Source: an optimization exercise on an open RTL-to-GDS flow (aim: small area). Production flows keep margins and buffers that such runs may drop.
Where RTL was checked, it was by simulation tests only, not by an equivalence proof against the original.
No activity file was given, so power comes from the tool's default toggle rates.

==> flow/design.v (excerpt) <==
module gaussian_blur (
  input  logic        clk,
  input  logic        rst_n,
  input  logic [7:0]  pixel_in,
  input  logic        pixel_vld,
  output logic [7:0]  pixel_out,
  output logic        pixel_vld_out
);
Size in the first run: roughly 780 cells after synthesis, about 20 I/O pins, about 18000 sq um of cells after synthesis.
export LEC_CHECK = 0
export CAP_MARGIN = 20
export CORE_MARGIN = 2
export CORE_UTILIZATION = 40
export CTS_BUF_LIST = sky130_fd_sc_hd__clkbuf_8
export CTS_CLUSTER_DIAMETER = 60
export CTS_CLUSTER_SIZE = 20
export SLEW_MARGIN = 20
create_clock -name core_clock -period 5.0 [get_ports {clk}]
run.sh (not shown) runs the stock make flow with config.mk's settings and CLKGATE_MAP_FILE= SYNTH_SCRIPT=/design/flow/synth_recipe.tcl, a recipe that flattens the netlist after the stock synthesis.
==> next run, changes <==
- CORE_UTILIZATION: 40 -> 70
Via count shrinks by 0.57%; first-iteration DRC count grows by 9.0%; sequential share of layout area grows by 1.8 points; cell area shrinks by 2.1%; core utilization grows by 32 points; non-clock buffer count shrinks by 4; synthesized cell count does not change.
==> next run, changes <==
- CORE_UTILIZATION: 70 -> 40
- CTS_BUF_LIST: sky130_fd_sc_hd__clkbuf_8 -> not set
- CTS_CLUSTER_DIAMETER: 60 -> not set
- CTS_CLUSTER_SIZE: 20 -> not set
Result:
- worst hold slack gets worse by 16 ps
- fmax is higher by 3.9%
- sequential power hardly moves
- clock skew is higher by 14 ps
- sequential cell count does not change
- via count is higher by 2.5%
- utilization is lower by 30 points
- die area is higher by 73%
- total power is higher by 18%
- wire length is higher by 5.9%

* * *

gaussian_blur, a different RTL version from the one above (not shown whole).
Size: roughly 700 cells after synthesis, ~560 flip-flops, roughly 20 I/O pins, ~0.018 mm^2 of cells after synthesis.
make LEC_CHECK=0 CAP_MARGIN=20 CORE_MARGIN=2 CORE_UTILIZATION=40 CTS_BUF_LIST=sky130_fd_sc_hd__clkbuf_8 SLEW_MARGIN=20 finish   # period 5.0 ns
The starting point produced a layout that fails on negative setup slack.
Rerun with:
CTS_BUF_LIST = unset   (was sky130_fd_sc_hd__clkbuf_8)
The changed run ran to the end with violations: negative setup slack.
Synthesized cell count is unchanged.
Total power goes up by 4.4%.
Setup slack improved by 13 ps.
Utilization goes up by 0.37 points.
Critical path depth goes down by 2.
Wire length goes down by 4.5%.
Final area goes up by 0.80%.
Hold slack stays flat.
Synthesized area stays the same.
Flip-flop and latch count stays the same.
Function was not checked in any run of this note: the RTL went through the layout flow alone.

* * *

job 101:
gaussian_blur, a different RTL version from the one above (not shown whole).
Size: ~650 cells after synthesis, about 20 I/O pins, about 18000 um^2 of cells after synthesis.
export LEC_CHECK = 0
export CAP_MARGIN = 20
export CORE_MARGIN = 2
export CORE_UTILIZATION = 40
export SLEW_MARGIN = 20
create_clock -name core_clock -period 5.0 [get_ports {clk}]
standard.sh (not shown) runs the stock make flow with config.mk's settings and CLKGATE_MAP_FILE= SYNTH_SCRIPT=/design/flow/synth_recipe.tcl, a recipe that flattens the netlist after the stock synthesis.
==> flow/flow/run.sh <==
#!/bin/bash
# Own layout flow: the standard ORFS flow with small port buffers and a
# lean clock tree (no dummy clock loads). Tool output goes to standard.log.
set -euo pipefail
export BUFFER_PORTS_ARGS="-buffer_cell sky130_fd_sc_hd__buf_1"
export CTS_ARGS="-sink_clustering_enable -repair_clock_nets -dont_use_dummy_load -buf_list sky130_fd_sc_hd__clkbuf_8 -sink_clustering_size 22 -sink_clustering_max_diameter 50"
bash standard.sh > standard.log 2>&1
Inputs modified between job 101 and job 102:
-- flow/flow/run.sh --
<<< job 101, line 6
export CTS_ARGS="-sink_clustering_enable -repair_clock_nets -dont_use_dummy_load -buf_list sky130_fd_sc_hd__clkbuf_8 -sink_clustering_size 22 -sink_clustering_max_diameter 50"
>>> job 102, line 6
export CTS_ARGS="-sink_clustering_enable -repair_clock_nets -dont_use_dummy_load -buf_list sky130_fd_sc_hd__clkbuf_8 -sink_clustering_size 20 -sink_clustering_max_diameter 60"
export REMOVE_ABC_BUFFERS=1
[summary]
Between job 102 and job 101, the difference in sum of routed wire length over all layers is negligible.
| worst hold slack | job 101 vs job 102 | ≈ equal |
Global-route usage of job 101 is on par with job 102.
On clock slew at the register clock pins of the worst setup and hold paths, job 102 tracks job 101 almost exactly.
Comparing job 102 and job 101, the lower filler cell count was measured on job 102.
The fraction of area in non-clock buffers of job 102 and that of job 101 are within noise of each other.
The count of non-filler cells in the finished layout was comparable across job 102 and job 101.
Compared with job 101, total power draw in job 102 decreased slightly.
Between job 102 and job 101, amount of wire on met2 after detailed routing is higher for job 102, job 101 comes in under that.
## Diff of input files: job 103 against job 102
-- flow/flow/run.sh --
<<< job 102, line 6
export CTS_ARGS="-sink_clustering_enable -repair_clock_nets -dont_use_dummy_load -buf_list sky130_fd_sc_hd__clkbuf_8 -sink_clustering_size 20 -sink_clustering_max_diameter 60"
export REMOVE_ABC_BUFFERS=1
>>> job 103, line 6
export CTS_ARGS="-sink_clustering_enable -repair_clock_nets -dont_use_dummy_load -buf_list sky130_fd_sc_hd__clkbuf_8 -root_buf sky130_fd_sc_hd__clkbuf_4 -tree_buf sky130_fd_sc_hd__clkbuf_4 -sink_clustering_buffer sky130_fd_sc_hd__clkbuf_8 -sink_clustering_size 21 -sink_clustering_max_diameter 60"
==> comparison <==
Taking job 102 as the reference, in job 103 hold buffer count at CTS closely matched the old numbers, global-route usage closely matched the old numbers, via total after detailed routing decreased by 45 relative to the old numbers, register clock-pin slew on the reported worst setup and hold paths closely matched the old numbers. Summary: with job 102 as the reference, total power consumption of the routed design in job 103 moved down slightly. From job 102 to job 103 the numbers moved as follows: critical path depth roughly the same; post-route worst setup slack lower; ratio of routed vias to standard cells lower; worst endpoint data arrival time higher; area of the die roughly the same. Between job 103 and job 102, it is job 103 whose largest vdd supply drop is lower, by 20%.
diff inputs: job 103 => job 104
- changing CORE_UTILIZATION from 40 to 70
==> flow/flow/run.sh <==
#!/bin/bash
# Own layout flow: the standard ORFS flow with small port buffers and a
# lean clock tree (no dummy clock loads). Tool output goes to standard.log.
set -euo pipefail
export BUFFER_PORTS_ARGS="-buffer_cell sky130_fd_sc_hd__buf_1"
export CTS_ARGS="-sink_clustering_enable -repair_clock_nets -dont_use_dummy_load -buf_list sky130_fd_sc_hd__clkbuf_8 -sink_clustering_size 24 -sink_clustering_max_diameter 60"
bash standard.sh > standard.log 2>&1
### Flow results
Job 104 finished every step from synthesis to the final layout, and the layout passed the timing, design-rule and antenna checks. In job 104, the global-route usage came out 6.7 points above the value in job 103. The lower maximum VDD drop came out of job 103. Compared with job 103, in job 104 first-pass GRT wire length fell by 760 um, combinational cell fraction of total power rose by 0.2 points, wire length on met1 fell by 8.3%, die area fell by about 40%.
Here is what was changed in the inputs of job 105 compared with job 104.
- a change of CORE_UTILIZATION from 70 to 40
-- flow/flow/run.sh --
<<< job 104, line 6
export CTS_ARGS="-sink_clustering_enable -repair_clock_nets -dont_use_dummy_load -buf_list sky130_fd_sc_hd__clkbuf_8 -sink_clustering_size 24 -sink_clustering_max_diameter 60"
>>> job 105, line 6
export CTS_ARGS="-sink_clustering_enable -repair_clock_nets -dont_use_dummy_load -buf_list sky130_fd_sc_hd__clkbuf_4 -sink_clustering_size 10 -sink_clustering_max_diameter 40"
Findings:
- Job 105 vs. job 104: slack of the critical path saw an increase, area added between synthesis and finish picked up an extra 1.5 points, global-route usage saw a decrease, met1 layer wirelength in the final routing went up.

==> afterwards: timing with drivers on the ports <==
How much do the figures lean on ideal ports? The routed layouts below were timed once more, with nothing changed but the port constraints.
Step 1 (the two cells are an assumption about what drives the block):
set clk [get_ports {clk}]
set_driving_cell -lib_cell sky130_fd_sc_hd__clkbuf_16 $clk
set_driving_cell -lib_cell sky130_fd_sc_hd__buf_2 [delete_from_list [all_inputs] $clk]
Step 2 moves the port delays by t, midway between the first and last clock arrival at a register: inputs arrive t later, outputs are due t later. That takes back most of the time a late clock gives input paths.
Three values: ideal ports, drivers, drivers and shift; two values: the first two.
| run | shift t [ns] | slack for setup (ns) | clock arrival spread, ns |
|---|---|---|---|
| the first run of note 1 | 0.620 | 0.500 / 0.500 / 0.500 | 0.040 / 0.040 |
| the second run of note 1 | 0.596 | 0.342 / 0.342 / 0.342 | 0.022 / 0.022 |
| the third run of note 1 | 0.629 | 0.515 / 0.515 / 0.515 | 0.038 / 0.037 |
| the first run of note 2 | 0.679 | -0.626 / -0.626 / -0.626 | 0.032 / 0.032 |
| the second run of note 2 | 0.611 | -0.613 / -0.613 / -0.613 | 0.022 / 0.023 |
| job 101 | 0.600 | 0.233 / 0.233 / -0.111 | 0.072 / 0.072 |
| job 102 | 0.597 | 0.202 / 0.202 / -0.113 | 0.056 / 0.056 |
| job 103 | 0.716 | 0.187 / 0.187 / -0.151 | 0.081 / 0.080 |
| job 104 | 0.568 | 0.163 / 0.163 / -0.161 | 0.045 / 0.044 |
| job 105 | 0.734 | 0.180 / 0.180 / -0.098 | 0.093 / 0.094 |
Met with ideal ports but missed after step 2: setup timing in 5 of these runs. The setup slack of job 101, which loses most, moves by 0.000 ns with the drivers and by -0.344 ns with both steps.
